From an optimization exercise on the open Yosys and OpenROAD flow, aimed at small area; shortcuts taken in it are not production practice. Where RTL was checked, it was by simulation tests only, not by an equivalence proof against the original. For runs 1 and 2, only the layout was checked, not whether the RTL still works. Power figures rest on the tool's default switching activity, not on a simulated workload.

[flow/flow/run.sh]
#!/bin/bash
# Standard layout (bash standard.sh), with two changes:
#  - the port buffers are the smallest buffer (sky130_fd_sc_hd__buf_1) instead
#    of the one buffer_ports picks by default; every input and output port
#    still gets its own buffer;
#  - clock tree synthesis uses clkbuf_4 buffers, sink clusters of up to 10
#    flip-flops within 40 um, and no dummy loads.
export BUFFER_PORTS_ARGS="-buffer_cell sky130_fd_sc_hd__buf_1"
export CTS_ARGS="-sink_clustering_enable -repair_clock_nets -dont_use_dummy_load -buf_list sky130_fd_sc_hd__clkbuf_4 -sink_clustering_size 10 -sink_clustering_max_diameter 40"
bash standard.sh > standard.log 2>&1
[flow/standard.sh]
#!/bin/bash
# synth_recipe.tcl (not shown) runs the flow's synth.tcl, then flattens the netlist and writes it again
# the make line also repeats each setting of config.mk as NAME=value (left out here)
make -C /OpenROAD-flow-scripts/flow DESIGN_CONFIG=/design/flow/config.mk WORK_HOME=/design/flow/orfs CLKGATE_MAP_FILE= SYNTH_SCRIPT=/design/flow/synth_recipe.tcl "${@:-finish}"
[flow/config.mk]
export PLATFORM = sky130hd
export DESIGN_NAME = nidhogg
export DESIGN_NICKNAME = nidhogg
export VERILOG_FILES = /design/flow/design.v
export SDC_FILE = /design/flow/constraint.sdc
export NUM_CORES = 4
export LEC_CHECK = 0
export CAP_MARGIN = 20
export CORE_MARGIN = 2
export CORE_UTILIZATION = 65
export SLEW_MARGIN = 20
[flow/constraint.sdc]
create_clock -name core_clock -period 25.0 [get_ports {clk}]
set_input_delay 5.0000 -clock core_clock [delete_from_list [all_inputs] [get_ports {clk}]]
set_output_delay 5.0000 -clock core_clock [all_outputs]
set_load 0.01 [all_outputs]
[flow/design.v]
`timescale 1ns / 1ps
module nidhogg(
    input wire clk,
    input wire rst,
    input wire BTNL,
    input wire BTNR,
    input wire BTND,
    input wire BTNU,
    input wire BTNC,
    input wire sw,
    input wire PS2Data,
    input wire PS2Clk,
    output wire vs,
    output wire hs,
    output wire [3:0] r,
    output wire [3:0] g,
    output wire [3:0] b,
    output wire [11:0] rom_bg_addr,
    input  wire [11:0] rom_bg_data,
    output wire [11:0] rom_torch_up_addr,
    input  wire [11:0] rom_torch_up_data,
    output wire [11:0] rom_torch_down_addr,
    input  wire [11:0] rom_torch_down_data,
    output wire [11:0] rom_window_up_addr,
    input  wire [11:0] rom_window_up_data,
    output wire [11:0] rom_window_down_addr,
    input  wire [11:0] rom_window_down_data,
    output wire [11:0] rom_pl_head_addr,
    input  wire [11:0] rom_pl_head1_data,
    input  wire [11:0] rom_pl_head2_data,
    output wire [11:0] rom_pl_legs_addr,
    input  wire [11:0] rom_pl_legs1_data,
    input  wire [11:0] rom_pl_legs2_data,
    output wire [9:0]  rom_pl_sword_addr,
    input  wire [11:0] rom_pl_sword_data,
    output wire [11:0] rom_pr_head_addr,
    input  wire [11:0] rom_pr_head1_data,
    input  wire [11:0] rom_pr_head2_data,
    output wire [11:0] rom_pr_legs_addr,
    input  wire [11:0] rom_pr_legs1_data,
    input  wire [11:0] rom_pr_legs2_data,
    output wire [9:0]  rom_pr_sword_addr,
    input  wire [11:0] rom_pr_sword_data,
    output wire [13:0] rom_sign_l_addr,
    input  wire [11:0] rom_sign_l_data,
    output wire [13:0] rom_sign_r_addr,
    input  wire [11:0] rom_sign_r_data,
    output wire [9:0]  rom_crown_r_addr,
    input  wire [11:0] rom_crown_r_data,
    output wire [9:0]  rom_crown_l_addr,
    input  wire [11:0] rom_crown_l_data
);
    function ge16(input [15:0] x, input [15:0] k);
        integer i;
        reg r;
        begin
            r = 1'b1;
            for (i = 0; i < 16; i = i + 1)
                r = k[i] ? (x[i] & r) : (x[i] | r);
            ge16 = r;
        end
    endfunction
    function le16(input [15:0] x, input [15:0] k);
        integer i;
        reg r;
        begin
            r = 1'b1;
            for (i = 0; i < 16; i = i + 1)
                r = k[i] ? (~x[i] | r) : (~x[i] & r);
            le16 = r;
        end
    endfunction
    localparam [11:0] KEY = 12'h198;
    reg [10:0] H;
    reg [9:0]  V;
    wire [10:0] H_inc;
    wire [9:0]  V_inc;
    rinc #(11) u_H (.a(H), .s(H_inc));
    rinc #(10) u_V (.a(V), .s(V_inc));
    always @(posedge clk)
        if (rst) begin
            H <= 0;
            V <= 0;
        end else if (H == 11'd1055) begin
            H <= 0;
            V <= (V == 10'd627) ? 10'd0 : V_inc;
        end else
            H <= H_inc;
    assign hs = (ge16(H, 16'd845)) && (le16(H, 16'd972));
    assign vs = (ge16(H, 16'd845)) ? ((ge16(V, 16'd600)) && (le16(V, 16'd622)))
                               : ((ge16(V, 16'd601)) && (le16(V, 16'd623)));
    wire vis0 = (le16(H, 16'd799)) && (le16(V, 16'd599));
    reg [10:0] hb_, hc_, hd_;
    reg [6:0]  he_;                  
    reg [9:0]  Vp;
    always @(posedge clk)
        if (rst)                Vp <= 0;
        else if (H == 11'd1055) Vp <= V;
    wire h_lt1 = (H == 11'd0);
    wire h_lt2 = (H[10:1] == 10'd0);
    wire h_lt3 = h_lt2 || (H == 11'd2);
    wire h_lt4 = (H[10:2] == 9'd0);
    wire [5:0] vb_ = h_lt1 ? Vp[5:0] : V[5:0];
    wire [9:0] vc_ = h_lt2 ? Vp : V;
    wire [9:0] vd_ = h_lt3 ? Vp : V;
    wire [6:0] ve_ = h_lt4 ? Vp[6:0] : V[6:0];
    reg visb, visc, visd, vise;
    always @(posedge clk) begin
        hb_ <= H;   visb <= vis0;
        hc_ <= hb_; visc <= visb;
        he_ <= hd_[6:0]; vise <= visd;
    end
    always @(posedge clk)
        if (rst) begin
            hd_ <= 0; visd <= 1'b1;
        end else begin
            hd_ <= hc_; visd <= visc;
        end
    reg [11:0] rgb_b;
    always @(posedge clk)
        if (rst || !vis0)      rgb_b <= 12'h000;
        else if (ge16(V, 16'd551))  rgb_b <= 12'h300;
        else if (ge16(V, 16'd521))  rgb_b <= 12'h333;
        else                   rgb_b <= rom_bg_data;
    assign rom_bg_addr = {vb_[5:0], hb_[5:0]};
    reg [4:0] board_out;
    reg [4:0] counterR, counterL, counterR_nxt, counterL_nxt;
    reg pos_reset;
    reg [4:0]  xposL_o;               
    reg xL_at696_o, xL_gt536_o;       
    reg xR_at40_o, xR_lt200_o;        
    always @(posedge clk) begin
        board_out <= 5'd5 - counterR + counterL;
        counterR <= counterR_nxt;
        counterL <= counterL_nxt;
    end
    always @(posedge clk)
        if (rst) begin
            counterR_nxt <= 0;
            counterL_nxt <= 0;
            pos_reset <= 0;
        end else begin
            if (xR_at40_o && !pos_reset) begin
                pos_reset <= 1;
                counterR_nxt <= counterR + 1'b1;
            end else if (xL_at696_o && !pos_reset) begin
                counterL_nxt <= counterL + 1'b1;
                pos_reset <= 1;
            end else
                pos_reset <= 0;
        end
    wire [5:0] torch_ay = vc_[5:0] - 6'd36;
    wire [5:0] torch_ax = hc_[5:0] - 6'd10;
    assign rom_torch_up_addr    = {torch_ay, torch_ax};
    assign rom_torch_down_addr  = {torch_ay, torch_ax};
    assign rom_window_up_addr   = {torch_ay, torch_ax};
    assign rom_window_down_addr = {torch_ay, torch_ax};
    wire bo1 = (board_out == 5'd1) || (board_out == 5'd9);
    wire ltorch = bo1 || (board_out == 5'd7);
    wire rtorch = bo1 || (board_out == 5'd3);
    wire x_r  = (ge16(hb_, 16'd588)) && (le16(hb_, 16'd651));
    wire x_lt = (ge16(hb_, 16'd152)) && (le16(hb_, 16'd215));
    wire x_lw = (ge16(hb_, 16'd140)) && (le16(hb_, 16'd203));
    wire y_u  = (ge16(V, 16'd100)) && (le16(V, 16'd163));
    wire y_d  = (ge16(V, 16'd164)) && (le16(V, 16'd227));
    wire in_l = ltorch ? x_lt : x_lw;
    wire use_torch = in_l ? ltorch : rtorch;
    wire in_x = in_l || x_r;
    wire [11:0] d_down = use_torch ? rom_torch_down_data : rom_window_down_data;
    wire [11:0] d_up   = use_torch ? rom_torch_up_data   : rom_window_up_data;
    reg [11:0] rgb_c;
    always @(posedge clk)
        if (rst || !visb)                             rgb_c <= 12'h000;
        else if (in_x && y_d && (d_down != KEY))      rgb_c <= d_down;
        else if (in_x && y_u && (d_up != KEY))        rgb_c <= d_up;
        else                                          rgb_c <= rgb_b;
    wire dead_L, dead_R;           
    wire winL, winR;
    wire deadR_k = dead_R || winR || winL;
    wire deadL_k = dead_L || winL || winR;
    wire kclkf, kdataf;
    debouncer db_clk (
        .clk(clk), .rst(rst), .I(PS2Clk), .O(kclkf));
    debouncer db_data (
        .clk(clk), .rst(rst), .I(PS2Data), .O(kdataf));
    reg kclkf_prev;
    reg [7:0] datacur;
    reg [3:0] cnt;
    reg flag, pflag;
    localparam [2:0] K_OTHER = 3'd0, K_LEFT = 3'd1, K_RIGHT = 3'd2, K_JUMP = 3'd3,
                     K_UP = 3'd4, K_DOWN = 3'd5, K_THROW = 3'd6, K_BRK = 3'd7;
    reg [2:0] kc_lo;
    reg kc_hi_brk;
    reg [2:0] dc_class;
    always @(*)
        case (datacur)
            8'h6B:   dc_class = K_LEFT;
            8'h74:   dc_class = K_RIGHT;
            8'h29:   dc_class = K_JUMP;
            8'h75:   dc_class = K_UP;
            8'h72:   dc_class = K_DOWN;
            8'h5A:   dc_class = K_THROW;
            8'hF0:   dc_class = K_BRK;
            default: dc_class = K_OTHER;
        endcase
    always @(posedge clk)
        if (rst) begin
            kclkf_prev <= 1'b0;
            datacur <= 0;
            cnt <= 0;
            flag <= 1'b0;
            pflag <= 1'b0;
            kc_lo <= K_OTHER;
            kc_hi_brk <= 1'b0;
        end else begin
            kclkf_prev <= kclkf;
            if (kclkf_prev && !kclkf) begin
                if (cnt >= 4'd1 && cnt <= 4'd8) datacur <= {kdataf, datacur[7:1]};
                if (cnt == 4'd9) flag <= 1'b1;
                if (cnt == 4'd10) flag <= 1'b0;
                if (le16(cnt, 16'd9)) cnt <= cnt + 1'b1;
                else if (cnt == 4'd10) cnt <= 0;
            end
            pflag <= flag;
            if (flag && !pflag) begin
                kc_hi_brk <= (kc_lo == K_BRK);
                kc_lo <= dc_class;
            end
        end
    wire kd_ok = (kc_lo != K_BRK) && !kc_hi_brk && !deadR_k;
    wire c_l = (kc_lo == K_LEFT),  c_r = (kc_lo == K_RIGHT), c_j = (kc_lo == K_JUMP);
    wire c_u = (kc_lo == K_UP),    c_d = (kc_lo == K_DOWN),  c_t = (kc_lo == K_THROW);
    reg RP_left_h, RP_right_h, RP_jump_h, RP_throw_h, RP_up_h, RP_down_h, sp_hold;
    wire RP_left  = kd_ok && (c_l || (RP_left_h  && (c_j || c_u || c_d || c_t)));
    wire RP_right = kd_ok && (c_r || (RP_right_h && (c_j || c_u || c_d || c_t)));
    wire RP_jump  = kd_ok && (c_j || (RP_jump_h  && (c_l || c_r || c_u || c_d || c_t)));
    wire RP_throw = kd_ok && (c_t || (RP_throw_h && (c_l || c_r || c_j || c_u || c_d)));
    wire RP_up    = RP_up_h   || (kd_ok && c_u);
    wire RP_down  = RP_down_h || (kd_ok && c_d);
    reg  RP_sp_nxt;                          
    wire RP_sp = kd_ok ? RP_sp_nxt : sp_hold;
    always @(posedge clk)
        if (rst) begin
            RP_left_h <= 0; RP_right_h <= 0; RP_jump_h <= 0; RP_throw_h <= 0;
            RP_up_h <= 0; RP_down_h <= 0; sp_hold <= 0;
        end else begin
            RP_left_h <= RP_left; RP_right_h <= RP_right; RP_jump_h <= RP_jump;
            RP_throw_h <= RP_throw; RP_up_h <= RP_up; RP_down_h <= RP_down;
            sp_hold <= RP_sp;
        end
    localparam [8:0] C0 = 9'h001, C100 = 9'h16f, C200 = 9'h07d, C300 = 9'h0e9, C400 = 9'h1f1;
    reg [11:0] RX_nxt, RX;
    reg [8:0]  RY_nxt, RY;
    reg [9:0]  RP_xs;                        
    reg [8:0]  RP_cnt;
    reg [6:0]  RP_cc;
    reg RP_falling, RP_legs;
    wire RP_S  = (RP_cnt == C400);
    wire RP_Q  = (RP_cnt == C0) || (RP_cnt == C100) || (RP_cnt == C200) || (RP_cnt == C300);
    wire RP_y0 = (RY == 9'd450);
    wire RP_s0 = (RP_xs == 10'd32);
    wire RP_LR = RP_left || RP_right;
    wire [6:0] RP_cc_inc;
    wire [9:0] RP_xs_inc;
    rinc #(7)  u_RP_cc (.a(RP_cc), .s(RP_cc_inc));
    rinc #(10) u_RP_xs (.a(RP_xs), .s(RP_xs_inc));
    wire RP_top = (le16(RY, 16'd250));               
    wire [11:0] RX_mv;
    radd #(12) u_RX_mv (.a(RX), .b({{11{RP_left}}, 1'b1}), .s(RX_mv));
    wire [8:0]  RY_mv;
    radd #(9) u_RY_mv (.a(RY), .b({{8{~(RP_top || RP_falling)}}, 1'b1}), .s(RY_mv));
    always @(posedge clk)
        if (rst) begin
            RX_nxt <= 12'd661; RY_nxt <= 9'd450; RP_xs <= 10'd32;
            RP_cnt <= C0; RP_cc <= 0; RP_falling <= 0; RP_sp_nxt <= 0; RP_legs <= 0;
        end else begin
            if (pos_reset) begin
                RX_nxt <= 12'd661;
                RY_nxt <= 9'd450;
            end else if (RP_S) begin
                RP_cnt <= C0;
                RP_cc <= RP_cc_inc;
                if (RP_y0 && RP_s0) begin
                    if (RP_LR)         RX_nxt <= RX_mv;
                    else if (RP_jump)  begin RY_nxt <= 9'd449; RP_falling <= 0; end
                    else if (RP_throw) RP_xs <= 10'd33;
                    else if (RP_down)  RP_sp_nxt <= 0;
                    else if (RP_up)    RP_sp_nxt <= 1;
                end else if (!RP_y0 && RP_s0) begin
                    RY_nxt <= RY_mv;
                    if (RP_top) RP_falling <= ~RP_falling;
                    if (RP_LR)         RX_nxt <= RX_mv;
                    else if (RP_throw) RP_xs <= 10'd33;
                    else if (RP_down)  RP_sp_nxt <= 0;
                    else if (RP_up)    RP_sp_nxt <= 1;
                end else if (RP_y0) begin
                    if (ge16(RP_xs, 16'd633)) RP_xs <= 10'd32;
                    else if (RP_LR)    RX_nxt <= RX_mv;
                    else if (RP_jump)  begin RY_nxt <= 9'd449; RP_falling <= 0; end
                    else if (RP_down)  RP_sp_nxt <= 0;
                    else if (RP_up)    RP_sp_nxt <= 1;
                end else begin
                    if (ge16(RP_xs, 16'd233)) RP_xs <= 10'd32;
                    else begin
                        RY_nxt <= RY_mv;
                        if (RP_top) RP_falling <= ~RP_falling;
                    end
                    if (RP_LR)         RX_nxt <= RX_mv;
                    else if (RP_down)  RP_sp_nxt <= 0;
                    else if (RP_up)    RP_sp_nxt <= 1;
                end
            end else begin
                RP_cnt <= {RP_cnt[7:0], RP_cnt[8] ^ RP_cnt[4]};
                if (!RP_s0 && RP_Q)
                    RP_xs <= RP_xs_inc;
                else if (RP_LR) begin
                    if (!ge16(RP_cc, 16'd60))       RP_legs <= 1;
                    else if (!ge16(RP_cc, 16'd120)) RP_legs <= 0;
                    else                     RP_cc <= 0;
                end
            end
        end
    reg [11:0] LX_nxt, LX;
    reg [8:0]  LY_nxt, LY;
    reg [9:0]  LP_xs;                        
    reg [8:0]  LP_cnt;
    reg [6:0]  LP_cc;
    reg LP_falling, LP_legs, LP_sp_nxt, LP_sp;
    wire LP_S  = (LP_cnt == C400);
    wire LP_Q  = (LP_cnt == C0) || (LP_cnt == C100) || (LP_cnt == C200) || (LP_cnt == C300);
    wire LP_y0 = (LY == 9'd450);
    wire LP_s0 = (LP_xs == 10'd64);
    wire LP_LR = BTNR || BTNL;
    wire [6:0] LP_cc_inc;
    wire [9:0] LP_xs_inc;
    rinc #(7)  u_LP_cc (.a(LP_cc), .s(LP_cc_inc));
    rinc #(10) u_LP_xs (.a(LP_xs), .s(LP_xs_inc));
    wire LP_top = (le16(LY, 16'd250));
    wire [11:0] LX_mv;
    radd #(12) u_LX_mv (.a(LX), .b({{11{~BTNR}}, 1'b1}), .s(LX_mv));
    wire [8:0]  LY_mv;
    radd #(9) u_LY_mv (.a(LY), .b({{8{~(LP_top || LP_falling)}}, 1'b1}), .s(LY_mv));
    always @(posedge clk)
        if (rst) begin
            LX_nxt <= 12'd75; LY_nxt <= 9'd450; LP_xs <= 10'd64;
            LP_cnt <= C0; LP_cc <= 0; LP_falling <= 0; LP_sp_nxt <= 0; LP_legs <= 0;
        end else begin
            if (pos_reset) begin
                LX_nxt <= 12'd75;
                LY_nxt <= 9'd450;
            end else if (deadL_k) begin
                if (LP_LR)             LX_nxt <= LX;
                else if (BTNC)         LY_nxt <= LY;
                else if (sw)           LP_xs <= 10'd64;
                else if (BTND || BTNU) LP_sp_nxt <= LP_sp;
            end else if (LP_S) begin
                LP_cnt <= C0;
                LP_cc <= LP_cc_inc;
                if (LP_y0 && LP_s0) begin
                    if (LP_LR)     LX_nxt <= LX_mv;
                    else if (BTNC) begin LY_nxt <= 9'd449; LP_falling <= 0; end
                    else if (sw)   LP_xs <= 10'd65;
                    else if (BTND) LP_sp_nxt <= 0;
                    else if (BTNU) LP_sp_nxt <= 1;
                end else if (!LP_y0 && LP_s0) begin
                    LY_nxt <= LY_mv;
                    if (LP_top) LP_falling <= ~LP_falling;
                    if (LP_LR)     LX_nxt <= LX_mv;
                    else if (sw)   LP_xs <= 10'd65;
                    else if (BTND) LP_sp_nxt <= 0;
                    else if (BTNU) LP_sp_nxt <= 1;
                end else if (LP_y0) begin
                    if (ge16(LP_xs, 16'd665)) LP_xs <= 10'd64;
                    else if (LP_LR) LX_nxt <= LX_mv;
                    else if (BTNC) begin LY_nxt <= 9'd449; LP_falling <= 0; end
                    else if (BTND) LP_sp_nxt <= 0;
                    else if (BTNU) LP_sp_nxt <= 1;
                end else begin
                    if (ge16(LP_xs, 16'd665)) LP_xs <= 10'd64;
                    else begin
                        LY_nxt <= LY_mv;
                        if (LP_top) LP_falling <= ~LP_falling;
                    end
                    if (LP_LR)     LX_nxt <= LX_mv;
                    else if (BTND) LP_sp_nxt <= 0;
                    else if (BTNU) LP_sp_nxt <= 1;
                end
            end else begin
                LP_cnt <= {LP_cnt[7:0], LP_cnt[8] ^ LP_cnt[4]};
                if (!LP_s0 && LP_Q)
                    LP_xs <= LP_xs_inc;
                else if (LP_LR) begin
                    if (!ge16(LP_cc, 16'd60))       LP_legs <= 1;
                    else if (!ge16(LP_cc, 16'd120)) LP_legs <= 0;
                    else                     LP_cc <= 0;
                end
            end
        end
    always @(posedge clk) begin
        RX <= RX_nxt;
        RY <= RY_nxt;
        LX <= LX_nxt;
        LY <= LY_nxt;
        LP_sp <= LP_sp_nxt;
    end
    reg [11:0] RX_p, LX_p;
    reg [8:0]  RY_p, LY_p;
    reg [9:0]  RP_xs_p, LP_xs_p;
    reg RP_sp_p, LP_sp_p, RP_legs_p, LP_legs_p;
    always @(posedge clk) begin
        RX_p <= RX;       LX_p <= LX;
        RY_p <= RY;       LY_p <= LY;
        RP_xs_p <= RP_xs; LP_xs_p <= LP_xs;
        RP_sp_p <= RP_sp; LP_sp_p <= LP_sp;
        RP_legs_p <= RP_legs; LP_legs_p <= LP_legs;
    end
    wire [11:0] xposL  = LX_p;
    wire [8:0]  yposL  = LY_p;
    wire [11:0] xswL;
    radd #(12) u_xswL (.a(xposL), .b({2'b0, LP_xs_p}), .s(xswL));
    wire [10:0] dxL;
    rsub #(11) u_dxL (.a(hc_), .b(xposL[10:0]), .d(dxL));
    wire [9:0] dyL;
    rsub #(10) u_dyL (.a(vc_), .b({1'b0, yposL}), .d(dyL));
    wire [10:0] dxsL;
    rsub #(11) u_dxsL (.a(hc_), .b(xswL[10:0]), .d(dxsL));
    wire nearL  = (!ge16(xposL, 16'd1056));
    wire nearsL = (!ge16(xswL, 16'd1056));
    reg [4:0]  yposL_o;
    reg [11:0] addrL;
    reg [9:0]  addrLs;
    always @(posedge clk) begin
        xposL_o <= xposL[4:0] ^ 5'h10;        
        yposL_o <= yposL[4:0] - 5'd19;
        xL_at696_o <= (xposL == 12'd696);
        xL_gt536_o <= (ge16(xposL, 16'd537));
        addrL   <= {dyL[5:0], dxL[5:0]};
        addrLs  <= {dyL[4:0] + (LP_sp_p ? 5'd8 : 5'd9), dxsL[4:0]};
    end
    assign rom_pl_head_addr  = addrL;
    assign rom_pl_legs_addr  = addrL;
    assign rom_pl_sword_addr = addrLs;
    wire inxL   = nearL && (ge16(dxL, 16'd2)) && (le16(dxL, 16'd65));
    wire inyL   = (le16(dyL, 16'd127));
    wire inHL   = inxL && inyL && !dyL[6];
    wire inLL   = inxL && inyL &&  dyL[6];
    wire inSL   = nearsL && (ge16(dxsL, 16'd2)) && (le16(dxsL, 16'd33))
               && (LP_sp_p ? ((ge16(dyL, 16'd24)) && (le16(dyL, 16'd55)))
                                     : ((ge16(dyL, 16'd55)) && (le16(dyL, 16'd86))));
    wire [11:0] headL = LP_sp_p   ? rom_pl_head2_data : rom_pl_head1_data;
    wire [11:0] legsL = LP_legs_p ? rom_pl_legs2_data : rom_pl_legs1_data;
    reg [11:0] rgb_d;
    always @(posedge clk)
        if (rst || !visc)                          rgb_d <= 12'h000;
        else if (inHL && (headL != KEY))           rgb_d <= dead_L ? 12'hf00 : headL;
        else if (inLL && (legsL != KEY))           rgb_d <= dead_L ? 12'hf00 : legsL;
        else if (inSL && (rom_pl_sword_data != KEY)) rgb_d <= dead_L ? 12'hf00 : 12'h000;
        else                                       rgb_d <= rgb_c;
    wire [11:0] xposR  = RX_p;
    wire [8:0]  yposR  = RY_p;
    wire [11:0] xswR;
    rsub #(12) u_xswR (.a(xposR), .b({2'b0, RP_xs_p}), .d(xswR));
    wire [10:0] dxR;
    rsub #(11) u_dxR (.a(hd_), .b(xposR[10:0]), .d(dxR));
    wire [9:0] dyR;
    rsub #(10) u_dyR (.a(vd_), .b({1'b0, yposR}), .d(dyR));
    wire [10:0] dxsR;
    rsub #(11) u_dxsR (.a(hd_), .b(xswR[10:0]), .d(dxsR));
    wire nearR  = (!ge16(xposR, 16'd1056));
    wire nearsR = (!ge16(xswR, 16'd1056));
    reg [11:0] addrR;
    reg [9:0]  addrRs;
    always @(posedge clk) begin
        addrR   <= {dyR[5:0], dxR[5:0]};
        addrRs  <= {dyR[4:0] + (RP_sp_p ? 5'd8 : 5'd9), dxsR[4:0]};
    end
    assign rom_pr_head_addr  = addrR;
    assign rom_pr_legs_addr  = addrR;
    assign rom_pr_sword_addr = addrRs;
    wire inxR   = nearR && (ge16(dxR, 16'd2)) && (le16(dxR, 16'd65));
    wire inyR   = (le16(dyR, 16'd127));
    wire inHR   = inxR && inyR && !dyR[6];
    wire inLR   = inxR && inyR &&  dyR[6];
    wire inSR   = nearsR && (ge16(dxsR, 16'd2)) && (le16(dxsR, 16'd33))
               && (RP_sp_p ? ((ge16(dyR, 16'd24)) && (le16(dyR, 16'd55)))
                                     : ((ge16(dyR, 16'd55)) && (le16(dyR, 16'd86))));
    wire [11:0] headR = RP_sp_p   ? rom_pr_head2_data : rom_pr_head1_data;
    wire [11:0] legsR = RP_legs_p ? rom_pr_legs2_data : rom_pr_legs1_data;
    reg [11:0] rgb_e;
    always @(posedge clk)
        if (rst || !visd)                          rgb_e <= 12'h000;
        else if (inHR && (headR != KEY))           rgb_e <= dead_R ? 12'hf00 : headR;
        else if (inLR && (legsR != KEY))           rgb_e <= dead_R ? 12'hf00 : legsR;
        else if (inSR && (rom_pr_sword_data != KEY)) rgb_e <= dead_R ? 12'hf00 : 12'h000;
        else                                       rgb_e <= rgb_d;
    wire crR_x = (ge16(dxR, 16'd18)) && (le16(dxR, 16'd49)) && ((le16(xposR, 16'd1037)) || (ge16(xposR, 16'd4080)));
    wire crR_y = (!dyR[9] && (le16(dyR, 16'd12))) || (dyR[9] && (ge16(dyR, 16'd1005)));
    reg in_cR;
    always @(posedge clk) begin
        in_cR      <= crR_x && crR_y;
        xR_at40_o  <= (xposR == 12'd40);
        xR_lt200_o <= (!ge16(xposR, 16'd200));
    end
    wire [12:0] dA;
    rsub #(13) u_dA (.a({1'b0, xswR}), .b({1'b0, xposL}), .d(dA));
    wire [12:0] dB;
    rsub #(13) u_dB (.a({1'b0, xswL}), .b({1'b0, xposR}), .d(dB));
    wire [9:0] dY;
    rsub #(10) u_dY (.a({1'b0, yposR}), .b({1'b0, yposL}), .d(dY));
    wire dY_n = dY[9];
    wire hitA_y = RP_sp_p ? ((!dY_n && (le16(dY, 16'd103))) || (dY_n && (ge16(dY, 16'd1001))))
                          : ((!dY_n && (le16(dY, 16'd72)))  || (dY_n && (ge16(dY, 16'd970))));
    wire hitB_y = LP_sp_p ? ((!dY_n && (le16(dY, 16'd23)))  || (dY_n && (ge16(dY, 16'd921))))
                          : ((!dY_n && (le16(dY, 16'd54)))  || (dY_n && (ge16(dY, 16'd952))));
    wire dY_eq = (LP_sp_p == RP_sp_p) ? (dY == 10'd0)
               : (LP_sp_p ? (dY == 10'h3e1) : (dY == 10'd31));
    reg hitA, hitB, sw_ne;
    always @(posedge clk) begin
        hitA  <= !dA[12] && (ge16(dA[11:0], 16'd7)) && (le16(dA[11:0], 16'd46)) && hitA_y;
        hitB  <= (ge16(xposR, 16'd18)) && ((!dB[12] && (le16(dB[11:0], 16'd21))) || (dB[12] && (ge16(dB[11:0], 16'd4078))))
                 && hitB_y;
        sw_ne <= !dY_eq;
    end
    reg dead_L_a, dead_R_a;
    wire act_ok = sw_ne && !dead_L_a && !dead_R_a;
    always @(posedge clk)
        if (rst) begin
            dead_L_a <= 0;
            dead_R_a <= 0;
        end else begin
            dead_L_a <= act_ok && hitA;
            dead_R_a <= act_ok && !hitA && hitB;
        end
    dead_timer dt_R (.clk(clk), .reset(rst), .active(dead_R_a), .premature_stop(pos_reset), .death(dead_R));
    dead_timer dt_L (.clk(clk), .reset(rst), .active(dead_L_a), .premature_stop(pos_reset), .death(dead_L));
    reg [13:0] addr_sign;
    reg [9:0]  addr_cR, addr_cL;
    wire [4:0] acL_y, acL_x;
    rsub #(5) u_acL_y (.a(ve_[4:0]), .b(yposL_o), .d(acL_y));
    rsub #(5) u_acL_x (.a(he_[4:0]), .b(xposL_o), .d(acL_x));
    always @(posedge clk) begin
        addr_sign <= {ve_ - 7'd28, he_ - 7'd16};
        addr_cR   <= {addrR[10:6] + 5'd19, ~addrR[4], addrR[3:0]};
        addr_cL   <= {acL_y, acL_x};
    end
    assign rom_sign_l_addr  = addr_sign;
    assign rom_sign_r_addr  = addr_sign;
    assign rom_crown_r_addr = addr_cR;
    assign rom_crown_l_addr = addr_cL;
    wire [10:0] dxLe;
    rsub #(11) u_dxLe (.a(hd_), .b(xposL[10:0]), .d(dxLe));
    wire [9:0] dyLe;
    rsub #(10) u_dyLe (.a(V), .b({1'b0, yposL}), .d(dyLe));
    wire crL_x = (ge16(dxLe, 16'd18)) && (le16(dxLe, 16'd49)) && ((le16(xposL, 16'd1037)) || (ge16(xposL, 16'd4080)));
    wire crL_y = (!dyLe[9] && (le16(dyLe, 16'd12))) || (dyLe[9] && (ge16(dyLe, 16'd1005)));
    wire sgn_y_e = (ge16(V, 16'd284)) && (le16(V, 16'd411));
    reg in_cL, sgn_l, sgn_r;
    always @(posedge clk) begin
        in_cL <= crL_x && crL_y;
        sgn_l <= sgn_y_e && (ge16(hd_, 16'd274)) && (le16(hd_, 16'd401));
        sgn_r <= sgn_y_e && (ge16(hd_, 16'd402)) && (le16(hd_, 16'd529));
    end
    wire sgn   = sgn_l || sgn_r;
    wire [11:0] sgn_d = sgn_l ? rom_sign_l_data : rom_sign_r_data;
    wire condR = (board_out == 5'd1) && xR_lt200_o;
    wire condL = (board_out == 5'd9) && xL_gt536_o;
    reg winL_hold, winR_hold;
    assign winR = winR_hold || (vise && condR);
    assign winL = winL_hold || (vise && condL);
    always @(posedge clk)
        if (rst) begin
            winL_hold <= 0;
            winR_hold <= 0;
        end else begin
            winL_hold <= winL;
            winR_hold <= winR;
        end
    reg [11:0] rgb_f;
    always @(posedge clk)
        if (rst || !vise)                                rgb_f <= 12'h000;
        else if (condR) begin
            if (in_cR && (rom_crown_r_data != KEY))      rgb_f <= rom_crown_r_data;
            else if (sgn && (sgn_d == 12'hB0F))          rgb_f <= 12'hCF0;
            else if (sgn && (sgn_d == 12'h305))          rgb_f <= 12'h774;
            else                                         rgb_f <= rgb_e;
        end else if (condL) begin
            if (in_cL && (rom_crown_l_data != KEY))      rgb_f <= rom_crown_l_data;
            else if (sgn && (sgn_d != KEY))              rgb_f <= sgn_d;
            else                                         rgb_f <= rgb_e;
        end else                                         rgb_f <= rgb_e;
    assign {r, g, b} = rgb_f;
endmodule
module debouncer(
    input clk,
    input rst,
    input I,
    output reg O
    );
    reg [4:0] count;
    reg Iv;
    always@(posedge clk)
        if (rst) begin
            count <= 5'h01;
            Iv <= 1'b0;
            O <= 1'b0;
        end else if (I == Iv) begin
            if (count == 5'h06)
                O <= I;
            else
                count <= {count[3:0], count[4] ^ count[2]};
        end else begin
            count <= 5'h01;
            Iv <= I;
        end
endmodule
module dead_timer(
    input wire clk,
    input wire reset,
    input wire active,
    input wire premature_stop,
    output reg death
    );
    reg [15:0] counter;
    wire running = (counter != 16'h0001) && (counter != 16'hb10e) && (counter != 16'h621d);
    always @(posedge clk)
        if (reset || premature_stop) begin
            death <= 0;
            counter <= 16'h0001;
        end else if (active || running) begin
            counter <= {counter[14:0], counter[15] ^ counter[13] ^ counter[12] ^ counter[10]};
            death <= 1;
        end else begin
            death <= 0;
            counter <= 16'h0001;
        end
endmodule
module rsub #(parameter W = 8) (
    input  wire [W-1:0] a,
    input  wire [W-1:0] b,
    output wire [W-1:0] d
    );
    wire [W:0] c;
    assign c[0] = 1'b1;
    genvar i;
    generate
        for (i = 0; i < W; i = i + 1) begin : bitn
            wire nb = ~b[i];
            assign d[i]   = a[i] ^ nb ^ c[i];
            assign c[i+1] = (a[i] & nb) | (a[i] & c[i]) | (nb & c[i]);
        end
    endgenerate
endmodule
module radd #(parameter W = 8) (
    input  wire [W-1:0] a,
    input  wire [W-1:0] b,
    output wire [W-1:0] s
    );
    wire [W:0] c;
    assign c[0] = 1'b0;
    genvar i;
    generate
        for (i = 0; i < W; i = i + 1) begin : bitn
            assign s[i]   = a[i] ^ b[i] ^ c[i];
            assign c[i+1] = (a[i] & b[i]) | (a[i] & c[i]) | (b[i] & c[i]);
        end
    endgenerate
endmodule
module rinc #(parameter W = 8) (
    input  wire [W-1:0] a,
    output wire [W-1:0] s
    );
    wire [W:0] c;
    assign c[0] = 1'b1;
    genvar i;
    generate
        for (i = 0; i < W; i = i + 1) begin : bitn
            assign s[i]   = a[i] ^ c[i];
            assign c[i+1] = a[i] & c[i];
        end
    endgenerate
endmodule
==> impl_metrics.csv, run 1 <==
group,metric,value,unit
timing,period_share,36.94,%
detailed_routing,totalWireLength,76.05,mm
worst_setup_path,crit_arrival,9.94,ns
layout,final_nets,3611,
cts,cts_setup_buffers,0,
worst_setup_path,cp_max_fo,12,
pwr,netSwitchingFraction,27.57,%
flow_run,drv_cap,0,
pwr,power_per_cell_area,53.01,mW/mm^2
yosys,ys.flop_type,"dfxtp_1",
cts,path_clk_slew,0.10,ns
timing,worst_pin_slew,1.080,ns
global_routing,gr-total-overflow,0,
detailed_routing,drc,0,
layout,area_delta_synth_final,7.462,%
pwr,power.leakage,11.38,nW
die,core,0.04102,sq mm
hold_path,holdPathStages,0,
placement,portBuffers,427,
timing,setup_viol,0,
worst_setup_path,cp.required,25.71,ns
yosys,yosys_warnings,3,
placement,gp_congestion,0.9617,
pwr,p_int,1.117,mW
yosys,avgSynthCellArea,9.747,sq um
pwr,power,1.543,mW
pwr,switchingPower,425.3,uW
yosys,syn-instance-count,2778,
detailed_routing,drtIter0Drc,1955,
worst_setup_path,regToRegSetupSlack,17.72,ns
yosys,syn-cell-area,0.02708,sq mm
cts,numCtsBuffers,79,
worst_setup_path,cp-startpoint,"BTNR",
yosys,async_reset_ff_share,0,%
cts,cts_root_buf,"clkbuf_4",
die,fp.dieW,208.1,um
timing,hold_viol,0,
detailed_routing,drt-wirelength-per-cell,20.79,um
worst_setup_path,reg2reg_depth,19,
global_routing,antenna_found_initial,3,
cts,cts_resized,0,
detailed_routing,route.antenna.remaining_nets,0,
placement,dp_hpwl,60.50,mm
global_routing,grt_usage,34.83,%
global_routing,grt_max_degree,66,
detailed_routing,vias_per_cell,6.021,
timing,fmax,108.3,MHz
worst_setup_path,critPathLaunchType,"input port",
yosys,synth_cell_types,93,
cts,cts_hold_buf,0,
cts,htree_levels,3,
hold_path,min_path_type,"register to register",
pwr,seqPwrFrac,60.3,%
detailed_routing,firstDrtPassIters,8,
run_status,status,"no timing/DRC/antenna violations",
worst_setup_path,r2r-start,"LX_p[1]",
detailed_routing,dr_total_vias,22020,
global_routing,grt_pass1_vias,21990,
worst_setup_path,worstSetupEndpointType,"register",
pwr,ir_worst_vdd,0.04574,mV
timing,drv_slew,0,
pwr,combPwrFrac,12.5,%
yosys,synth_nets,3264,
timing,grt_setup_unrepaired,"false",
pwr,power_frac_clock,27.2,%
hold_path,hp-start,"counterL_nxt[3]",
cts,cts_num_sinks,547,
cts,clock_latency,0.85,ns
timing,slew_headroom,27.92,%
layout,top_regs,"dt_L.counter (16), dt_R.counter (16), addr_sign (14)",
cts,cts_buffer_depth,3,
yosys,ys_seq_area_share,40.44,%
die,floorplan.die_area,0.04331,sq mm
timing,finalClockSkew,0.1474,ns
die,ios,428,
die,row_count,74,
yosys,synth-edff-count,0,
global_routing,grt_pass1_wl,118.7,mm
die,floorplan.initialDensity,66.02,%
yosys,ys_ff_latch,547,
worst_setup_path,path_class,"input port to register",
timing,fin_crit,9.236,ns
timing,fin_tns_setup,0,ns
layout,drive_gt1_share,4.931,%
die,fp.dieH,208.1,um
cts,cts_tree,"done",
-- final timing paths --
check	endpoint
min reg2reg	counterL[3]
min	counterL[3]
max	LX_nxt[11]
max reg2reg	rgb_d[7]
-- worst max-delay path: stages --
cell and delay (ns):
buf_1 0.37, inv_1 0.20, fa_1 0.20, inv_1 0.05
fa_1 0.37, fa_1 0.39, fa_1 0.39, fa_1 0.42
fa_1 0.40, fa_1 0.39, fa_1 0.39, fa_1 0.39
fa_1 0.39, xnor2_1 0.13, nor2_1 0.15, xnor2_1 0.08
a211oi_1 0.21
-- layer usage --
metal / wire length [um] / share of wire [%] / vias to the layer above / global-route usage, %
li1: - / - / 10260 / -
met3: 5583 / 7.3 / 177 / 6.340
met5: 0 / 0 / - / 0
met2: 35950 / 47 / 947 / 57.48
met1: 31180 / 41 / 10640 / 44.64
met4: 3327 / 4.4 / 0 / 16.42
-- cells in the final DEF (no fill, tap or decap), drive strengths merged, types with 27 or more instances in the layout --
cell type,synthesis,routed
a21oi,138,138
and2,54,54
buf,100,442
clkbuf,77,80
dfxtp,547,547
fa,158,158
ha,90,90
inv,224,224
mux2i,100,100
nand2,192,192
nand2b,27,27
nand3,63,63
nand4,32,32
nor2,202,202
nor2b,33,33
nor3,60,60
nor4b,33,33
o21ai,112,112
o22ai,30,30
xnor2,58,58
-- kinds of logic (layout without fill, tap and decap cells) --
family	count (synthesis)	after routing	synth area share [%]
muxes	125	125	4.750
buffers and inverters	401	746	6.755
AOI/OAI and AO/OA	526	526	12.93
other	0	3	0
DFF	547	547	40.44
adders and majority gates	248	248	15.84
and+or+nand+nor	850	850	16.66
xor gates and xnor gates	81	81	2.620
-- Yosys cell counts, types with 13 or more instances --
library cell | number | area share (%)
o31ai_1 | 13 | 0.36
a21o_1 | 18 | 0.50
o22ai_1 | 30 | 0.69
xor2_1 | 23 | 0.74
o211ai_1 | 24 | 0.67
buf_4 | 82 | 2.3
mux2i_1 | 99 | 3.7
o21a_1 | 15 | 0.42
dfxtp_1 | 547 | 40
clkbuf_1 | 77 | 1.1
a211oi_1 | 24 | 0.67
a311oi_1 | 13 | 0.42
nor3_1 | 58 | 1.1
nor4bb_1 | 13 | 0.48
nand4_1 | 32 | 0.74
nor2b_1 | 33 | 0.76
and2_1 | 54 | 1.2
inv_1 | 224 | 3.1
o21ai_0 | 91 | 1.7
nor4_1 | 24 | 0.55
nand3b_1 | 16 | 0.44
nand2_1 | 192 | 2.7
a22o_1 | 21 | 0.68
ha_1 | 90 | 4.2
nand2b_1 | 27 | 0.62
a21oi_1 | 136 | 2.5
and3_1 | 16 | 0.37
nand3_1 | 62 | 1.1
nor3b_1 | 16 | 0.44
nor2_1 | 202 | 2.8
nor4b_1 | 32 | 1.0
fa_1 | 158 | 12
a31oi_1 | 16 | 0.37
o21ai_1 | 20 | 0.37
or4_1 | 14 | 0.39
mux2_2 | 24 | 1.0
xnor2_1 | 58 | 1.9
or3_1 | 13 | 0.30
-- per-stage QoR --
step                hold WS, ns  cells  worst slack (ns)  utilization, %  area [sq um]
floorplan                0.3258   2778             15.74               -         27080
global placement         0.3297   3576             15.03           69.47         28490
detailed placement       0.3370   3576             14.97           69.47         28490
CTS                      0.2602   3655             15.84           70.91         29090
global route             0.2667   3658             15.50           70.94         29100
finish                   0.2553   3658             15.76           70.94         29100
-- final cells by class --
cell class / instances / area [sq um]
diodes: 3 / 7.507
fillers: 3215 / 11920
flip-flops and latches: 547 / 10950
well taps: 532 / 665.6
inverters: 224 / 840.8
clock buffers: 79 / 593.1
multi-input cells: 1830 / 14320
repair buffers: 443 / 1727
-- power by group through the flow --
stage,Sequential [mW],Clock [mW],Combinational [mW]
global route,0.933,0.463,0.210
CTS,0.930,0.428,0.190
detailed placement,0.950,0,0.189
global placement,0.949,0,0.182
finish,0.930,0.419,0.193
floorplan,0.937,0,0.125
==> inputs of run 2 (changes only) <==
==> flow/flow/run.sh (replaced) <==
#!/bin/bash
# Standard layout (bash standard.sh), with two changes:
#  - the port buffers are the smallest buffer (sky130_fd_sc_hd__buf_1) instead
#    of the one buffer_ports picks by default; every input and output port
#    still gets its own buffer;
#  - clock tree synthesis uses clkbuf_8 buffers, sink clusters of up to 16
#    flip-flops within 60 um, and no dummy loads.
export BUFFER_PORTS_ARGS="-buffer_cell sky130_fd_sc_hd__buf_1"
export CTS_ARGS="-sink_clustering_enable -repair_clock_nets -dont_use_dummy_load -buf_list sky130_fd_sc_hd__clkbuf_8 -sink_clustering_size 16 -sink_clustering_max_diameter 60"
bash standard.sh > standard.log 2>&1
--- a/flow/config.mk
+++ b/flow/config.mk
@@ -9,3 +9,3 @@
 export CORE_MARGIN = 2
-export CORE_UTILIZATION = 65
+export CORE_UTILIZATION = 55
 export SLEW_MARGIN = 20
==> run 2 against run 1 <==
Compared with the run above: still clean on timing, DRC and antenna; synthesized area did not move; sequential cell count stayed put; sequential power about the same; hold slack better by 0.062 ns; fmax decreased by 1.2%; clock-buffer cell count down 33; critical path type unchanged; largest cell class unchanged; largest power group unchanged.
==> impl_metrics.csv, run 2 <==
group,metric,value,unit
run_status,status,"no timing/DRC/antenna violations",
placement,dp_slack,14.98,ns
die,floorplan.die_area,0.05102,sq mm
cts,cts_num_sinks,547,
yosys,synth.area.top_cells,"dfxtp_1, fa_1, ha_1, mux2i_1, inv_1",
yosys,synth_cell_types,93,
cts,cts_tree,"done",
global_routing,grt_max_degree,59,
flow_run,drv_cap,0,
pwr,seqPwrFrac,59.6,%
detailed_routing,vias_per_cell,5.670,
layout,mostFrequentLayoutCell,"dfxtp_1",
layout,drive_gt1_share,3.883,%
global_routing,grt_pass1_wl,117.7,mm
timing,slew_headroom,32.23,%
cts,htree_levels,2,
layout,post-route-util,60.14,%
die,floorplan.initialDensity,55.55,%
worst_setup_path,path_cells,"buf_1 > inv_1 > fa_1 > inv_1 > fa_1 > fa_1 > fa_1 > fa_1 > fa_1 > fa_1 > fa_1 > fa_1 > fa_1 > xnor2_1 > nor2_1 > xnor2_1 > a211oi_1",
yosys,async_reset_ff_share,0,%
global_routing,grt_pass1_vias,20710,
worst_setup_path,cp-startpoint,"BTNR",
timing,finalClockSkew,0.07549,ns
worst_setup_path,worst_path_max_delay_cell,"fa_1",
detailed_routing,drtIter0Drc,1463,
detailed_routing,drt-wirelength-per-cell,20.61,um
global_routing,antenna_found_initial,11,
placement,portBuffers,427,
worst_setup_path,crit_path_end,"LX_nxt[11]",
timing,grt_setup_unrepaired,"false",
timing,setup_ws,15.65,ns
pwr,power_frac_clock,28.2,%
cts,path_clk_slew,0.09,ns
worst_setup_path,cp_max_fo,12,
pwr,netSwitchingFraction,27.12,%
yosys,ys_seq_area_share,40.44,%
worst_setup_path,critPathBufInv,3,
global_routing,grt_usage,29.92,%
yosys,synth_area_leader_cell,"dfxtp_1",
detailed_routing,dr_total_vias,21350,
pwr,switchingPower,422.6,uW
layout,fin_cells,3765,
cts,numCtsBuffers,46,
worst_setup_path,reg2reg_depth,19,
die,row_count,81,
pwr,combPwrFrac,12.2,%
die,fp.dieH,225.9,um
yosys,ys_ff_latch,547,
timing,fin_crit,9.347,ns
worst_setup_path,slowest_delay,0.40,ns
layout,final_nets,3578,
placement,placed_area,0.02865,sq mm
worst_setup_path,r2r-start,"LX_p[1]",
cts,cts_resized,0,
worst_setup_path,cp.required,25.56,ns
pwr,ir_worst_vdd,0.04356,mV
worst_setup_path,regToRegSetupSlack,17.63,ns
worst_setup_path,crit_family,"adder cells",
die,core,0.04875,sq mm
detailed_routing,drc,0,
timing,period_share,37.39,%
placement,gp_congestion,0.9354,
detailed_routing,totalWireLength,77.59,mm
cts,clock_latency,0.67,ns
worst_setup_path,critPathLaunchType,"input port",
pwr,p_int,1.136,mW
detailed_routing,route.antenna.remaining_nets,0,
yosys,yosys_warnings,3,
layout,fin_area,0.02932,sq mm
placement,dp_hpwl,62.28,mm
layout,nFillCells,4363,
yosys,synth_nets,3264,
timing,hold_viol,0,
yosys,netlist_top_cells_count,"dfxtp_1, inv_1, nor2_1",
timing,drv_slew,0,
global_routing,gr-total-overflow,0,
layout,layout_common_cells,"dfxtp_1, buf_1, inv_1, nor2_1, nand2_1",
cts,cts_buffer_depth,3,
yosys,syn-instance-count,2778,
cts,cts_hold_buf,0,
timing,setup_viol,0,
worst_setup_path,critical_path_depth,17,
hold_path,min_path_type,"register to register",
pwr,power.leakage,11.35,nW
worst_setup_path,crit_arrival,9.90,ns
detailed_routing,firstDrtPassIters,6,
yosys,synth_most_common_cell,"dfxtp_1",
timing,worst_pin_slew,1.009,ns
timing,fin_tns_setup,0,ns
yosys,syn-cell-area,0.02708,sq mm
worst_setup_path,r2r_end,"rgb_d[0]",
worst_setup_path,cpMostUsedCell,"fa_1",
yosys,avgSynthCellArea,9.747,sq um
worst_setup_path,worstSetupEndpointType,"register",
cts,cts_setup_buffers,0,
pwr,power_per_cell_area,53.15,mW/mm^2
layout,area_delta_synth_final,8.276,%
yosys,synth-edff-count,0,
die,ios,428,
placement,place_inst,3707,
layout,top_regs,"dt_L.counter (16), dt_R.counter (16), addr_sign (14)",
worst_setup_path,path_class,"input port to register",
die,fp.dieW,225.9,um
yosys,ys.flop_type,"dfxtp_1",
timing,fmax,107.0,MHz
cts,cts_root_buf,"clkbuf_8",
yosys,synth_top_area_share,40.44,%
run 2: cell counts after synthesis:
Identical to the previous run, type by type.
run 2: layout make-up:
class	count	area, sq um	share of cell area, %
well taps	664	830.8	2.834
inverters	224	840.8	2.868
clock buffers	46	633.1	2.159
multi-input cells	1830	14310	48.81
diodes	11	27.53	0.09388
repair buffers	443	1727	5.889
flip-flops and latches	547	10950	37.35
run 2: how the worst min path moves through the flow:
stage	startpoint	endpoint	slack, ns	depth (start not counted)
finish	counterL_nxt[1]	counterL[1]	0.32	0
global route	counterL_nxt[1]	counterL[1]	0.32	0
CTS	counterL_nxt[1]	counterL[1]	0.32	0
detailed placement	counterR_nxt[2]	counterR[2]	0.34	0
global placement	RY_nxt[8]	RY[8]	0.33	0
floorplan	H[10]	hb_[10]	0.33	0
run 2: power by group through the flow:
stage | combinational (mW) | sequential [mW] | clock, mW
floorplan | 0.125 | 0.937 | 0
global placement | 0.185 | 0.948 | 0
detailed placement | 0.189 | 0.949 | 0
CTS | 0.189 | 0.929 | 0.452
global route | 0.210 | 0.932 | 0.482
finish | 0.190 | 0.929 | 0.439
run 2: cells by family (layout without fill, tap and decap cells):
kind of cell / after synthesis / after routing / synth area share (%)
multiplexers: 125 / 125 / 4.750
other: 0 / 11 / 0
XOR/XNOR: 81 / 81 / 2.620
adder cells (fa/ha/maj): 248 / 248 / 15.84
AO/OA/AOI/OAI: 526 / 526 / 12.93
flip-flops: 547 / 547 / 40.44
AND/OR/NAND/NOR: 850 / 850 / 16.66
buffers and inverters: 401 / 713 / 6.755
run 2: worst reg2reg max path: stages (launching register included):
cell and delay (ns):
dfxtp_1 0.59, inv_1 0.13, fa_1 0.45, fa_1 0.39, fa_1 0.40, fa_1 0.42
fa_1 0.39, fa_1 0.39, fa_1 0.39, fa_1 0.41, fa_1 0.65, fa_1 0.46
nor3_1 0.24, nand4_1 0.27, a2111oi_0 0.83, buf_4 0.26, a21oi_4 0.10, nand2_1 0.12
o21ai_1 0.12, o211a_1 0.25
run 2: stage by stage:
step           total power, mW  hold slack, ns
2_1_floorplan            1.062          0.3258
3_3_place_gp             1.133          0.3289
3_5_place_dp             1.137          0.3352
4_1_cts                  1.570          0.3153
5_1_grt                  1.625          0.3201
6_report                 1.558          0.3171
run 2: per-layer routing:
metal	track usage, %	vias up	part of all wire [%]
met3	4.489	119	5.5
met4	10.19	0	3.0
met1	39.88	10420	44
met2	49.79	658	48
li1	-	10160	-
met5	0	-	0
==> inputs of run 3 (changes only) <==
--- a/flow/design.v
+++ b/flow/design.v
@@ -131,4 +131,9 @@
     reg xR_at40_o, xR_lt200_o;        
+    wire [4:0] board_5mR, board_nxt, counterR_inc, counterL_inc;
+    rsub #(5) u_b5mR (.a(5'd5), .b(counterR), .d(board_5mR));
+    radd #(5) u_bnxt (.a(board_5mR), .b(counterL), .s(board_nxt));
+    rinc #(5) u_cRi (.a(counterR), .s(counterR_inc));
+    rinc #(5) u_cLi (.a(counterL), .s(counterL_inc));
     always @(posedge clk) begin
-        board_out <= 5'd5 - counterR + counterL;
+        board_out <= board_nxt;
         counterR <= counterR_nxt;
@@ -144,5 +149,5 @@
                 pos_reset <= 1;
-                counterR_nxt <= counterR + 1'b1;
+                counterR_nxt <= counterR_inc;
             end else if (xL_at696_o && !pos_reset) begin
-                counterL_nxt <= counterL + 1'b1;
+                counterL_nxt <= counterL_inc;
                 pos_reset <= 1;
@@ -188,2 +193,4 @@
     reg [3:0] cnt;
+    wire [3:0] cnt_inc;
+    rinc #(4) u_cnt (.a(cnt), .s(cnt_inc));
     reg flag, pflag;
@@ -220,3 +227,3 @@
                 if (cnt == 4'd10) flag <= 1'b0;
-                if (le16(cnt, 16'd9)) cnt <= cnt + 1'b1;
+                if (le16(cnt, 16'd9)) cnt <= cnt_inc;
                 else if (cnt == 4'd10) cnt <= 0;
==> flow/flow/run.sh (replaced) <==
#!/bin/bash
# Standard layout (bash standard.sh), with two changes:
#  - the port buffers are the smallest buffer (sky130_fd_sc_hd__buf_1) instead
#    of the one buffer_ports picks by default; every input and output port
#    still gets its own buffer;
#  - clock tree synthesis uses clkbuf_4 buffers, sink clusters of up to 10
#    flip-flops within 40 um, and no dummy loads.
export BUFFER_PORTS_ARGS="-buffer_cell sky130_fd_sc_hd__buf_1"
export CTS_ARGS="-sink_clustering_enable -repair_clock_nets -dont_use_dummy_load -buf_list sky130_fd_sc_hd__clkbuf_4 -sink_clustering_size 10 -sink_clustering_max_diameter 40"
bash standard.sh > standard.log 2>&1
--- a/flow/config.mk
+++ b/flow/config.mk
@@ -9,3 +9,3 @@
 export CORE_MARGIN = 2
-export CORE_UTILIZATION = 55
+export CORE_UTILIZATION = 65
 export SLEW_MARGIN = 20
==> run 3 against run 2 <==
Compared with the run above: first-iteration DRC count up 27%; critical endpoint is now rom_torch_up_addr[11]; final cell count down 3.5%; hold slack worse by 0.0079 ns.
==> impl_metrics.csv, run 3 <==
group,metric,value,unit
run_status,status,"no timing/DRC/antenna violations",
pwr,power_frac_clock,27.6,%
worst_setup_path,worstSetupEndpointType,"primary output",
global_routing,antenna_found_initial,9,
yosys,synthSimpleGateAreaFrac,15.90,%
die,ios,428,
yosys,synthMuxAreaShare,5.619,%
timing,period_share,36.24,%
yosys,yosys.area_share.adder,16.15,%
layout,mostFrequentLayoutCell,"dfxtp_1",
yosys,synth_xor_area_share,2.273,%
timing,setup_viol,0,
worst_setup_path,cp_max_fo,10,
timing,hold_viol,0,
layout,nFillCells,3194,
die,fp.dieW,207.7,um
cts,cts_setup_buffers,0,
die,fp.dieH,207.7,um
placement,dp_hpwl,62.43,mm
layout,fin_cells,3632,
cts,path_clk_slew,0.10,ns
pwr,ir_worst_vdd,0.03947,mV
flow_run,drv_cap,0,
yosys,netlist_top_cells_count,"dfxtp_1, nor2_1, inv_1",
cts,cts_num_sinks,547,
layout,area_delta_synth_final,7.498,%
pwr,netSwitchingFraction,27.12,%
yosys,syn-cell-area,0.02697,sq mm
die,row_count,74,
pwr,power.leakage,11.06,nW
pwr,combPwrFrac,11.4,%
hold_path,min_path_type,"register to register",
detailed_routing,totalWireLength,78.57,mm
placement,portBuffers,427,
worst_setup_path,critPathBufInv,1,
worst_setup_path,cp-startpoint,"H[3]",
layout,final_nets,3580,
detailed_routing,firstDrtPassIters,6,
global_routing,grt_usage,35.87,%
yosys,synth_top_area_share,40.61,%
worst_setup_path,crit_family,"simple AND/OR/NAND/NOR gates",
worst_setup_path,crit_arrival,4.06,ns
cts,numCtsBuffers,75,
yosys,synth.area.top_cells,"dfxtp_1, fa_1, ha_1, mux2i_1, nor2_1",
worst_setup_path,path_class,"register to primary output",
worst_setup_path,regToRegSetupSlack,17.50,ns
cts,htree_levels,3,
hold_path,holdPathStages,0,
detailed_routing,dr_total_vias,22040,
yosys,ys_ff_latch,547,
die,floorplan.die_area,0.04313,sq mm
pwr,switchingPower,407.6,uW
worst_setup_path,r2r-start,"LX_p[0]",
detailed_routing,drt-wirelength-per-cell,21.63,um
cts,cts_buffer_depth,3,
yosys,ys.flop_type,"dfxtp_1",
timing,fin_crit,9.060,ns
detailed_routing,vias_per_cell,6.067,
placement,gp_congestion,1.016,
pwr,p_int,1.095,mW
layout,drive_gt1_share,5.278,%
pwr,seqPwrFrac,61.0,%
global_routing,gr-total-overflow,0,
yosys,synth_most_common_cell,"dfxtp_1",
yosys,synth_top_family_by_area,"adder cells",
worst_setup_path,slowest_delay,0.77,ns
timing,drv_slew,0,
yosys,syn-instance-count,2742,
cts,clock_latency,0.87,ns
timing,grt_setup_unrepaired,"false",
hold_path,hp-start,"RY_nxt[0]",
yosys,yosys_warnings,3,
timing,finalClockSkew,0.1183,ns
cts,cts_resized,0,
detailed_routing,drc,0,
die,floorplan.initialDensity,65.90,%
pwr,power_per_cell_area,51.84,mW/mm^2
worst_setup_path,path_cells,"nor4_1 > nand4_1 > mux2i_1 > nand3_1 > xor2_1 > buf_1",
timing,worst_pin_slew,1.117,ns
cts,cts_hold_buf,0,
timing,slew_headroom,25.27,%
worst_setup_path,critPathLaunchType,"register",
worst_setup_path,cp.required,20.00,ns
global_routing,grt_pass1_vias,21590,
global_routing,grt_max_degree,72,
layout,layout_common_cells,"dfxtp_1, buf_1, nor2_1, inv_1, fa_1",
worst_setup_path,reg2reg_depth,20,
layout,top_regs,"dt_L.counter (16), dt_R.counter (16), addr_sign (14)",
cts,cts_tree,"done",
timing,fin_tns_setup,0,ns
timing,fmax,110.4,MHz
yosys,synth-edff-count,0,
yosys,synth_compound_area_share,12.66,%
yosys,ys_seq_area_share,40.61,%
hold_path,holdPathEnd,"RY[0]",
global_routing,grt_pass1_wl,121.4,mm
worst_setup_path,worst_path_max_delay_cell,"mux2i_1",
placement,dp_slack,15.16,ns
placement,place_inst,3545,
yosys,synth_area_leader_cell,"dfxtp_1",
yosys,synth_nets,3232,
cts,cts_root_buf,"clkbuf_4",
yosys,avgSynthCellArea,9.835,sq um
timing,setup_ws,15.94,ns
detailed_routing,drtIter0Drc,1853,
yosys,synth_cell_types,92,
die,core,0.04092,sq mm
detailed_routing,route.antenna.remaining_nets,0,
yosys,async_reset_ff_share,0,%
worst_setup_path,r2r_end,"rgb_d[2]",
-- run 3: cell count changes after synthesis, moves of 10 or more --
cell	before	now
a311oi_1	13	3
o22ai_1	30	9
a22oi_1	3	27
nand2_1	192	151
mux2_2	24	35
o211a_1	11	0
nor2_1	202	237
o21ai_1	20	3
a211oi_1	24	50
mux2i_1	99	112
-- run 3: area by class of cell --
type / count / area (sq um) / area share (%)
Sequential cell: 547 / 10950 / 37.77
Clock buffer: 75 / 563.0 / 1.942
Antenna cell: 12 / 30.03 / 0.1036
Timing Repair Buffer: 443 / 1727 / 5.956
Tap cell: 532 / 665.6 / 2.296
Multi-Input combinational cell: 1796 / 14200 / 48.99
Inverter: 227 / 852.1 / 2.939
-- run 3: worst max-delay path by stage --
stage | endpoint | slack [ns] | depth (start not counted)
after floorplan | LX_nxt[11] | 15.74 | 16
after global placement | LX_nxt[11] | 15.26 | 18
after detailed placement | LX_nxt[11] | 15.16 | 18
after CTS | rom_torch_up_addr[11] | 15.97 | 6
after global routing | rom_torch_up_addr[11] | 15.58 | 6
final | rom_torch_up_addr[11] | 15.94 | 6
-- run 3: logic make-up (layout without fill, tap and decap cells) --
family	Yosys count	in the layout
xor gates and xnor gates	70	70
DFF	547	547
AOI/OAI and AO/OA	505	505
muxes	147	147
other	0	12
buffers and inverters	399	745
and+or+nand+nor	822	822
adders and majority gates	252	252
-- run 3: routing by layer --
layer	global-route usage, %	routed length (um)	share of wire, %
met4	15.26	3517	4.5
met3	7.156	6216	7.9
met5	0	0	0
met2	58.09	36520	46
met1	47.10	32310	41
-- run 3: stage by stage --
step                      instance area [sq um]  hold WS (ns)  power (mW)  util [%]
after floorplan                           26970        0.3249       1.035         -
after CTS                                 28950        0.3103       1.508     70.74
after global routing                      28980        0.3162       1.565     70.81
after detailed placement                  28380        0.3380       1.103     69.36
after global placement                    28380        0.3324       1.099     69.36
final                                     28990        0.3092       1.503     70.84
-- run 3: worst register-to-register path: cells and delay by family (launching register included) --
kind	cells	cell delay (ns)
fa+ha+maj	11	4.44
simple gates	4	1.26
flops	1	0.61
compound gates	4	1.02
buf+inv	1	0.05
-- run 3: power by group through the flow --
stage               logic [mW]  clock network (mW)  registers [mW]
global route             0.188               0.458           0.919
floorplan                0.106                   0           0.929
global placement         0.164                   0           0.935
detailed placement       0.168                   0           0.935
finish                   0.172               0.415           0.916
CTS                      0.169               0.423           0.915
==> inputs of run 4 (changes only) <==
--- a/flow/design.v
+++ b/flow/design.v
@@ -93,3 +93,3 @@
     reg [10:0] hb_, hc_, hd_;
-    reg [6:0]  he_;                  
+    reg [6:0]  he_, hf_;             
     reg [9:0]  Vp;
@@ -106,2 +106,4 @@
     wire [6:0] ve_ = h_lt4 ? Vp[6:0] : V[6:0];
+    wire h_lt5 = h_lt4 || (H == 11'd4);
+    wire [6:0] vf_ = h_lt5 ? Vp[6:0] : V[6:0];
     reg visb, visc, visd, vise;
@@ -111,2 +113,3 @@
         he_ <= hd_[6:0]; vise <= visd;
+        hf_ <= he_;
     end
@@ -542,3 +545,2 @@
     dead_timer dt_L (.clk(clk), .reset(rst), .active(dead_L_a), .premature_stop(pos_reset), .death(dead_L));
-    reg [13:0] addr_sign;
     reg [9:0]  addr_cR, addr_cL;
@@ -548,3 +550,2 @@
     always @(posedge clk) begin
-        addr_sign <= {ve_ - 7'd28, he_ - 7'd16};
         addr_cR   <= {addrR[10:6] + 5'd19, ~addrR[4], addrR[3:0]};
@@ -552,2 +553,3 @@
     end
+    wire [13:0] addr_sign = {vf_ - 7'd28, hf_ - 7'd16};
     assign rom_sign_l_addr  = addr_sign;
@@ -556,8 +558,4 @@
     assign rom_crown_l_addr = addr_cL;
-    wire [10:0] dxLe;
-    rsub #(11) u_dxLe (.a(hd_), .b(xposL[10:0]), .d(dxLe));
-    wire [9:0] dyLe;
-    rsub #(10) u_dyLe (.a(V), .b({1'b0, yposL}), .d(dyLe));
-    wire crL_x = (ge16(dxLe, 16'd18)) && (le16(dxLe, 16'd49)) && ((le16(xposL, 16'd1037)) || (ge16(xposL, 16'd4080)));
-    wire crL_y = (!dyLe[9] && (le16(dyLe, 16'd12))) || (dyLe[9] && (ge16(dyLe, 16'd1005)));
+    wire crL_x = (ge16(dxL, 16'd19)) && (le16(dxL, 16'd50)) && ((le16(xposL, 16'd1037)) || (ge16(xposL, 16'd4080)));
+    wire crL_y = (!dyL[9] && (le16(dyL, 16'd12))) || (dyL[9] && (ge16(dyL, 16'd1005)));
     wire sgn_y_e = (ge16(V, 16'd284)) && (le16(V, 16'd411));
==> run 4 against run 3 <==
Compared with the run above: worst setup slack worse by 0.15 ns; global-route usage increased by 0.20 points; clock skew fell by 0.044 ns; critical path depth is 11 higher; synthesized area shrank 0.13%; routed wire length rose by 0.98%; sequential power up 0.9%; final cell count fell by 0.33%; utilization decreased by 0.11 points; combinational power rose by 42%; critical endpoint is now LX_nxt[11].
==> impl_metrics.csv, run 4 <==
group,metric,value,unit
run_status,status,"no timing/DRC/antenna violations",
timing,grt_setup_unrepaired,"false",
timing,slew_headroom,28.96,%
yosys,synthMuxAreaShare,6.555,%
cts,cts_setup_buffers,0,
pwr,power_per_cell_area,55.13,mW/mm^2
die,floorplan.die_area,0.04308,sq mm
placement,portBuffers,427,
timing,setup_ws,15.79,ns
placement,dp_slack,14.92,ns
cts,cts_num_sinks,540,
worst_setup_path,cp_max_fo,13,
timing,setup_viol,0,
cts,cts_root_buf,"clkbuf_4",
worst_setup_path,crit_arrival,9.94,ns
global_routing,grt_usage,36.08,%
timing,worst_pin_slew,1.058,ns
placement,placed_area,0.02826,sq mm
die,floorplan.initialDensity,65.96,%
worst_setup_path,reg2reg_depth,20,
detailed_routing,firstDrtPassIters,5,
placement,dp_hpwl,62.81,mm
pwr,power,1.592,mW
detailed_routing,drc,0,
timing,period_share,36.84,%
yosys,async_reset_ff_share,0,%
yosys,synth_top_family_by_area,"simple AND/OR/NAND/NOR gates",
cts,cts_hold_buf,0,
cts,cts_resized,0,
die,core,0.04083,sq mm
worst_setup_path,path_class,"input port to register",
layout,mostFrequentLayoutCell,"dfxtp_1",
hold_path,holdPathStages,0,
placement,gp_congestion,1.072,
cts,htree_levels,3,
global_routing,gr-total-overflow,0,
yosys,ys_seq_area_share,40.14,%
yosys,synth-edff-count,0,
worst_setup_path,worstSetupEndpointType,"register",
cts,cts_buffer_depth,3,
detailed_routing,totalWireLength,79.34,mm
detailed_routing,dr_total_vias,22250,
yosys,ys_ff_latch,540,
yosys,synth_nets,3211,
detailed_routing,drtIter0Drc,2107,
yosys,synth_xor_area_share,2.555,%
cts,numCtsBuffers,77,
layout,layout_common_cells,"dfxtp_1, buf_1, nor2_1, inv_1, a21oi_1",
global_routing,grt_pass1_wl,121.7,mm
yosys,synth_compound_area_share,12.49,%
yosys,syn-cell-area,0.02693,sq mm
layout,drive_gt1_share,6.831,%
timing,fin_crit,9.211,ns
yosys,yosys.area_share.adder,14.86,%
layout,post-route-util,70.72,%
timing,drv_slew,0,
yosys,yosys_warnings,3,
cts,path_clk_slew,0.11,ns
yosys,synth_top_area_share,40.14,%
layout,top_regs,"dt_L.counter (16), dt_R.counter (16)",
die,fp.dieW,207.6,um
die,row_count,74,
yosys,syn-instance-count,2739,
cts,cts_tree,"done",
hold_path,holdPathEnd,"hb_[0]",
timing,hold_viol,0,
hold_path,hp-start,"H[0]",
pwr,ir_worst_vdd,0.04978,mV
timing,finalClockSkew,0.07445,ns
timing,fmax,108.6,MHz
worst_setup_path,r2r-start,"RP_xs_p[0]",
yosys,synth_most_common_cell,"dfxtp_1",
timing,fin_tns_setup,0,ns
layout,area_delta_synth_final,7.229,%
flow_run,drv_cap,0,
die,fp.dieH,207.6,um
yosys,synth_cell_types,97,
layout,fin_area,0.02888,sq mm
die,ios,428,
detailed_routing,route.antenna.remaining_nets,0,
layout,nFillCells,3125,
yosys,synth.area.top_cells,"dfxtp_1, fa_1, ha_1, mux2i_1, nor2_1",
worst_setup_path,r2r_end,"rgb_e[2]",
yosys,ys.flop_type,"dfxtp_1",
detailed_routing,vias_per_cell,6.147,
yosys,netlist_top_cells_count,"dfxtp_1, nor2_1, inv_1",
global_routing,grt_max_degree,69,
worst_setup_path,cp.required,25.73,ns
worst_setup_path,regToRegSetupSlack,17.84,ns
pwr,power.leakage,11.23,nW
yosys,avgSynthCellArea,9.832,sq um
cts,clock_latency,0.84,ns
yosys,synth_area_leader_cell,"dfxtp_1",
detailed_routing,drt-wirelength-per-cell,21.92,um
layout,final_nets,3548,
yosys,synthSimpleGateAreaFrac,16.40,%
worst_setup_path,critPathLaunchType,"input port",
hold_path,min_path_type,"register to register",
global_routing,grt_pass1_vias,21620,
global_routing,antenna_found_initial,13,
-- run 4: power by group --
part	total, mW	switching (mW)	internal (mW)	leakage (nW)
registers	0.924	0.0318	0.892	4.37
clock network	0.425	0.283	0.141	0.354
logic	0.244	0.152	0.0918	6.50
-- run 4: layout make-up --
| class | count | area (sq um) | share of cell area (%) |
|---|---|---|---|
| multi-input combinational | 1792 | 14240 | 49.30 |
| sequential | 540 | 10810 | 37.44 |
| timing repair buffer | 441 | 1712 | 5.927 |
| inverter | 224 | 840.8 | 2.912 |
| tap | 532 | 665.6 | 2.305 |
| clock buffer | 77 | 578.1 | 2.002 |
| antenna | 14 | 35.03 | 0.1213 |
-- run 4: routing by layer --
layer / up-vias / GRT usage [%] / part of all wire, % / wire length (um)
li1: 10180 / - / - / -
met4: 12 / 13.82 / 3.7 / 2917
met1: 10700 / 48.22 / 41 / 32430
met5: - / 0 / 0.10 / 80
met2: 1164 / 56.43 / 45 / 35970
met3: 195 / 9.395 / 10 / 7936
-- run 4: cells by family after synthesis --
family,count (synthesis)
DFF,540
muxes,167
and+or+nand+nor,815
AOI/OAI and AO/OA,499
adders and majority gates,234
buffers and inverters,407
xor gates and xnor gates,77
-- run 4: worst max-delay path by stage --
stage          start          to  slack, ns  depth (start not counted)
5_1_grt         BTNR  LX_nxt[11]      15.57                         17
3_5_place_dp    BTNR  LX_nxt[11]      14.92                         17
6_report        BTNR  LX_nxt[11]      15.79                         17
2_1_floorplan   BTNR  LX_nxt[11]      15.75                         16
4_1_cts         BTNR  LX_nxt[11]      15.80                         17
3_3_place_gp    BTNR  LX_nxt[11]      15.03                         17
-- run 4: worst max-delay path, stage by stage --
cell      delay [ns]
buf_1           0.39
inv_1           0.21
fa_1            0.19
inv_1           0.05
fa_1            0.37
fa_1            0.39
fa_1            0.39
fa_1            0.39
fa_1            0.39
fa_1            0.39
fa_1            0.40
fa_1            0.41
fa_1            0.39
xnor2_1         0.13
nor2_1          0.15
xnor2_1         0.08
a211oi_1        0.21
-- run 4: per-stage QoR --
stage	std cells	hold slack, ns
3_3_place_gp	3529	0.3157
3_5_place_dp	3529	0.3121
2_1_floorplan	2739	0.3096
4_1_cts	3606	0.3266
6_report	3620	0.3292
5_1_grt	3619	0.3346

Check on run 4: ideal ports give 15.789 ns setup slack; a clkbuf_16 on the clock port and buf_2 on the inputs give 15.825 ns; moving port delays by the midpoint clock arrival (0.857 ns) as well gives 14.968 ns.
